From an optimization exercise on the open Yosys and OpenROAD flow, aimed at small area; shortcuts taken in it are not production practice. At most, simulation tests tie the RTL to the original design; equivalence was not proved. No activity file was given, so power comes from the tool's default toggle rates.

## gba_drawer_merge
module gba_drawer_merge
(
   input             clk100,
   input             enable,
   input             hblank,
   input      [7:0]  xpos,
   input      [7:0]  ypos,
   input             in_WND0_on,
   input             in_WND1_on,
   input             in_WNDOBJ_on,
   input      [7:0]  in_WND0_X1,
   input      [7:0]  in_WND0_X2,
   input      [7:0]  in_WND0_Y1,
   input      [7:0]  in_WND0_Y2,
   input      [7:0]  in_WND1_X1,
   input      [7:0]  in_WND1_X2,
   input      [7:0]  in_WND1_Y1,
   input      [7:0]  in_WND1_Y2,
   input      [5:0]  in_enables_wnd0,
   input      [5:0]  in_enables_wnd1,
   input      [5:0]  in_enables_wndobj,
   input      [5:0]  in_enables_wndout,
   input      [1:0]  in_special_effect_in,
   input             in_effect_1st_bg0,
   input             in_effect_1st_bg1,
   input             in_effect_1st_bg2,
   input             in_effect_1st_bg3,
   input             in_effect_1st_obj,
   input             in_effect_1st_BD,
   input             in_effect_2nd_bg0,
   input             in_effect_2nd_bg1,
   input             in_effect_2nd_bg2,
   input             in_effect_2nd_bg3,
   input             in_effect_2nd_obj,
   input             in_effect_2nd_BD,
   input      [1:0]  in_Prio_BG0,
   input      [1:0]  in_Prio_BG1,
   input      [1:0]  in_Prio_BG2,
   input      [1:0]  in_Prio_BG3,
   input      [4:0]  in_EVA,
   input      [4:0]  in_EVB,
   input      [4:0]  in_BLDY,
   input             in_ena_bg0,
   input             in_ena_bg1,
   input             in_ena_bg2,
   input             in_ena_bg3,
   input             in_ena_obj,
   input      [15:0] pixeldata_bg0,
   input      [15:0] pixeldata_bg1,
   input      [15:0] pixeldata_bg2,
   input      [15:0] pixeldata_bg3,
   input      [18:0] pixeldata_obj,
   input      [15:0] pixeldata_back,
   input             objwindow_in,
   output     [14:0] pixeldata_out,
   output reg [7:0]  pixel_x,
   output     [7:0]  pixel_y,
   output reg        pixel_we
);
Size in the first run: ~1,000 cells after synthesis, roughly 140 flip-flops, about 0.010 mm² of cells after synthesis.
==> flow/config.mk <==
export PLATFORM = sky130hd
export DESIGN_NAME = gba_drawer_merge
export DESIGN_NICKNAME = gba_drawer_merge
export VERILOG_FILES = /design/flow/design.v
export SDC_FILE = /design/flow/constraint.sdc
export NUM_CORES = 4
export LEC_CHECK = 0
export CAP_MARGIN = 20
export CORE_MARGIN = 2
export CORE_UTILIZATION = 40
export SLEW_MARGIN = 20
export SYNTH_HIERARCHICAL = 1
export SYNTH_MINIMUM_KEEP_SIZE = 0
==> flow/constraint.sdc <==
create_clock -name core_clock -period 10.0 [get_ports {clk100}]
set_input_delay 2.0000 -clock core_clock [delete_from_list [all_inputs] [get_ports {clk100}]]
set_output_delay 2.0000 -clock core_clock [all_outputs]
set_load 0.01 [all_outputs]
standard.sh (not shown) runs the stock make flow with config.mk's settings and CLKGATE_MAP_FILE= SYNTH_SCRIPT=/design/flow/synth_recipe.tcl, a recipe that flattens the netlist after the stock synthesis.
==> flow/flow/run.sh <==
#!/bin/bash
# The standard layout (standard.sh) with the smallest buffer on the ports and
# a clock tree of small buffers without dummy loads.
export BUFFER_PORTS_ARGS="-buffer_cell sky130_fd_sc_hd__buf_1"
export CTS_ARGS="-sink_clustering_enable -repair_clock_nets -dont_use_dummy_load -buf_list {sky130_fd_sc_hd__clkbuf_4 sky130_fd_sc_hd__clkbuf_8}"
bash standard.sh > standard.log 2>&1
Edit:
--- a/flow/design.v
+++ b/flow/design.v
@@ -61,14 +61,20 @@
    localparam BD  = 5;
    function in_range;
       input lt_lo, lt_hi, wrap;
       begin
          in_range = (~lt_lo & lt_hi) | (~lt_lo & wrap) | (lt_hi & wrap);
       end
    endfunction
+   function gt2;
+      input [1:0] a, b;
+      begin
+         gt2 = (a[1] & ~b[1]) | ((a[1] | ~b[1]) & a[0] & ~b[0]);
+      end
+   endfunction
    function [4:0] sat16;
       input [4:0] v;
       begin
          sat16 = v[4] ? 5'd16 : v;
       end
    endfunction
    reg  [7:0] w0x1, w0x2, w1x1, w1x2;
@@ -127,31 +133,19 @@
    wire       win0 = w0y && in_range(x0_lt_lo, x0_lt_hi, x0_wrap);
    wire       win1 = w1y && in_range(x1_lt_lo, x1_lt_hi, x1_wrap);
    wire [5:0] wen  = win0 ? e_w0 : win1 ? e_w1 : objwindow_in ? e_obj : e_out;
    wire [4:0] en = wen[4:0] & ~{pixeldata_obj[15], pixeldata_bg3[15], pixeldata_bg2[15],
                                 pixeldata_bg1[15], pixeldata_bg0[15]};
    wire       spec = wen[5];
    wire [4:0] b [0:4];
-   wire [1:0] np0 = ~p0, np1 = ~p1, np2 = ~p2, np3 = ~p3;
-   wire g01, g02, g03, g12, g13, g23, go0, go1, go2, go3;
-   gba_drawer_merge_lt2 u_g01 (.na(np1), .b(p0), .bo(g01));
-   gba_drawer_merge_lt2 u_g02 (.na(np2), .b(p0), .bo(g02));
-   gba_drawer_merge_lt2 u_g03 (.na(np3), .b(p0), .bo(g03));
-   gba_drawer_merge_lt2 u_g12 (.na(np2), .b(p1), .bo(g12));
-   gba_drawer_merge_lt2 u_g13 (.na(np3), .b(p1), .bo(g13));
-   gba_drawer_merge_lt2 u_g23 (.na(np3), .b(p2), .bo(g23));
-   gba_drawer_merge_lt2 u_go0 (.na(np0), .b(op), .bo(go0));
-   gba_drawer_merge_lt2 u_go1 (.na(np1), .b(op), .bo(go1));
-   gba_drawer_merge_lt2 u_go2 (.na(np2), .b(op), .bo(go2));
-   gba_drawer_merge_lt2 u_go3 (.na(np3), .b(op), .bo(go3));
-   assign b[0] = { go0, ~g03, ~g02, ~g01, 1'b0};
-   assign b[1] = { go1, ~g13, ~g12, 1'b0,  g01};
-   assign b[2] = { go2, ~g23, 1'b0,  g12,  g02};
-   assign b[3] = { go3, 1'b0,  g23,  g13,  g03};
-   assign b[4] = {1'b0, ~go3, ~go2, ~go1, ~go0};
+   assign b[0] = { gt2(op, p0), ~gt2(p0, p3), ~gt2(p0, p2), ~gt2(p0, p1), 1'b0};
+   assign b[1] = { gt2(op, p1), ~gt2(p1, p3), ~gt2(p1, p2), 1'b0,          gt2(p0, p1)};
+   assign b[2] = { gt2(op, p2), ~gt2(p2, p3), 1'b0,          gt2(p1, p2),  gt2(p0, p2)};
+   assign b[3] = { gt2(op, p3), 1'b0,          gt2(p2, p3),  gt2(p1, p3),  gt2(p0, p3)};
+   assign b[4] = {1'b0,        ~gt2(op, p3), ~gt2(op, p2), ~gt2(op, p1), ~gt2(op, p0)};
    wire [5:0] top, nxt;
    genvar l;
    generate
       for (l = 0; l < 5; l = l + 1) begin : g_prio
          wire [4:0] other = 5'b11111 & ~(5'b00001 << l);
          assign top[l] = en[l] & &(~en | b[l] | ~other);
          assign nxt[l] = en[l] & ~top[l] & &(~en | b[l] | top[4:0] | ~other);
@@ -334,39 +328,23 @@
    assign ns = {s71, s69, s67, s65, s63, s61};
 endmodule
 module gba_drawer_merge_lt8
 (
    input  [7:0] na, b,
    output       lt
 );
-   wire [3:0] c;
-   gba_drawer_merge_lt2 u_lt2 (.na(na[1:0]), .b(b[1:0]), .bo(c[0]));
+   wire [7:0] c;
+   assign c[0] = na[0] & b[0];
    genvar i;
    generate
-      for (i = 1; i < 4; i = i + 1) begin : g_bit
-         gba_drawer_merge_bor2 u_bor2 (.na(na[2*i+1:2*i]), .b(b[2*i+1:2*i]), .bi(c[i-1]), .bo(c[i]));
+      for (i = 1; i < 8; i = i + 1) begin : g_bit
+         gba_drawer_merge_maj u_maj (.a(na[i]), .b(b[i]), .c(c[i-1]), .y(c[i]));
       end
    endgenerate
-   assign lt = c[3];
-endmodule
-module gba_drawer_merge_lt2
-(
-   input  [1:0] na, b,
-   output       bo
-);
-   assign bo = (na[1] & b[1]) | (na[0] & b[0] & (na[1] | b[1]));
-endmodule
-module gba_drawer_merge_bor2
-(
-   input  [1:0] na, b,
-   input        bi,
-   output       bo
-);
-   wire b0 = (na[0] & b[0]) | (bi & (na[0] | b[0]));
-   assign bo = (na[1] & b[1]) | (b0 & (na[1] | b[1]));
+   assign lt = c[7];
 endmodule
 module gba_drawer_merge_maj
 (
    input  a, b, c,
    output y
 );
    assign y = (a & b) | (c & (a | b));
Clock power went up by about 2%.
Via count goes down by 7.8%.
Count of clock-buffer cells in the layout stays the same.
Total power came out higher by 1.2%.
Global-route usage decreases by 1.7 points.
Clock skew goes down by 15 ps.
Die area rose by 3.6%.
Register-to-register slack is worse by 800 ps.
For the second run of this note, only the layout was checked, not whether the RTL still works.


gba_drawer_merge, a different RTL version from the one above (not shown whole).
Size: about 970 cells after synthesis, about 280 I/O pins.
clock: 10.0 ns
lec_check: 0
cap_margin: 20
core_margin: 2
core_utilization: 40
slew_margin: 20
synth_hierarchical: 1
synth_minimum_keep_size: 0
Scripts as last shown in full above: flow/flow/run.sh
The first run went through all stages and came out clean.
Edit:
--- a/flow/design.v
+++ b/flow/design.v
@@ -153,30 +153,35 @@
    endgenerate
    assign top[BD] = ~|en;
    assign nxt[BD] = ~|nxt[4:0];
    wire first_nz  = |(top & ft) | (top[OBJ] & obj_alpha);
    wire second_nz = |(nxt & st);
    wire force_a   = obj_alpha & top[OBJ] & second_nz;
    wire special   = force_a |
                     (spec && eff != 2'd0 && first_nz && (eff != 2'd1 || second_nz));
    wire m_alpha   = force_a | (eff == 2'd1);
-   wire [14:0] cola = ({15{top[0]}}   & pixeldata_bg0[14:0]) |
-                      ({15{top[1]}}   & pixeldata_bg1[14:0]) |
-                      ({15{top[2]}}   & pixeldata_bg2[14:0]) |
-                      ({15{top[3]}}   & pixeldata_bg3[14:0]) |
-                      ({15{top[OBJ]}} & pixeldata_obj[14:0]) |
-                      ({15{top[BD]}}  & pixeldata_back[14:0]);
-   wire [14:0] colb = ({15{nxt[0]}}   & pixeldata_bg0[14:0]) |
-                      ({15{nxt[1]}}   & pixeldata_bg1[14:0]) |
-                      ({15{nxt[2]}}   & pixeldata_bg2[14:0]) |
-                      ({15{nxt[3]}}   & pixeldata_bg3[14:0]) |
-                      ({15{nxt[OBJ]}} & pixeldata_obj[14:0]) |
-                      ({15{nxt[BD]}}  & pixeldata_back[14:0]);
+   wire [14:0] cola, colb;
+   wire [14:0] cola_n0, cola_n1, colb_n0, colb_n1;
+   genvar i;
+   generate
+      for (i = 0; i < 15; i = i + 1) begin : g_col
+         gba_drawer_merge_aoi222 u_a0 (top[0], pixeldata_bg0[i], top[1], pixeldata_bg1[i],
+                                       top[2], pixeldata_bg2[i], cola_n0[i]);
+         gba_drawer_merge_aoi222 u_a1 (top[3], pixeldata_bg3[i], top[OBJ], pixeldata_obj[i],
+                                       top[BD], pixeldata_back[i], cola_n1[i]);
+         gba_drawer_merge_aoi222 u_b0 (nxt[0], pixeldata_bg0[i], nxt[1], pixeldata_bg1[i],
+                                       nxt[2], pixeldata_bg2[i], colb_n0[i]);
+         gba_drawer_merge_aoi222 u_b1 (nxt[3], pixeldata_bg3[i], nxt[OBJ], pixeldata_obj[i],
+                                       nxt[BD], pixeldata_back[i], colb_n1[i]);
+      end
+   endgenerate
+   assign cola = ~(cola_n0 & cola_n1);
+   assign colb = ~(colb_n0 & colb_n1);
    reg [14:0] cola_r, colb_r;
    reg        special_r, m_alpha_r;
    always @(posedge clk100) begin
       cola_r    <= cola;
       colb_r    <= colb;
       special_r <= special;
       m_alpha_r <= m_alpha;
       pixel_x   <= xpos;
       pixel_we  <= enable;
@@ -352,16 +357,23 @@
 module gba_drawer_merge_fa
 (
    input  a, b, c,
    output s, co
 );
    wire x = a ^ b;
    assign s  = x ^ c;
    assign co = (a & b) | (c & x);
 endmodule
+module gba_drawer_merge_aoi222
+(
+   input  a1, a2, b1, b2, c1, c2,
+   output y
+);
+   assign y = ~((a1 & a2) | (b1 & b2) | (c1 & c2));
+endmodule
 module gba_drawer_merge_xnor
 (
    input  a, b,
    output y
 );
    assign y = ~(a ^ b);
 endmodule
=>
- The changed run finished with timing, DRC and antenna clean
- wire length is lower by a few percent
- final cell count is lower slightly
- sequential power is lower slightly
- count of clock-buffer cells in the layout stays the same
- non-clock buffer count is lower by 3
- hold slack got worse by 24 ps
Function not checked in the second run of this note: the RTL went through the layout flow alone.

re-timing with driven ports:
How much do the figures lean on ideal ports? The routed layouts below were timed once more, with nothing changed but the port constraints. Step 1 assumes that a clkbuf_16 drives the clock port and a buf_2 every other input. Step 2, shift: input delay + t, output delay - t, t = (earliest + latest rising clock arrival at the registers) / 2. This alone moves slack from input paths to output paths. Three values: ideal ports, drivers, drivers and shift; two values: the first two.
run	t, ns	setup WS [ns]	hold slack, ns
the first run of note 1	0.466	0.956 / 0.916 / 1.382	0.663 / 0.663 / 0.663
the second run of note 1	0.471	0.668 / 0.628 / 1.099	0.481 / 0.481 / 0.481
the first run of note 2	0.479	0.633 / 0.591 / 1.070	0.540 / 0.540 / 0.540
the second run of note 2	0.468	0.987 / 0.945 / 1.413	0.515 / 0.515 / 0.515
After both steps setup and hold are still met in every run listed.
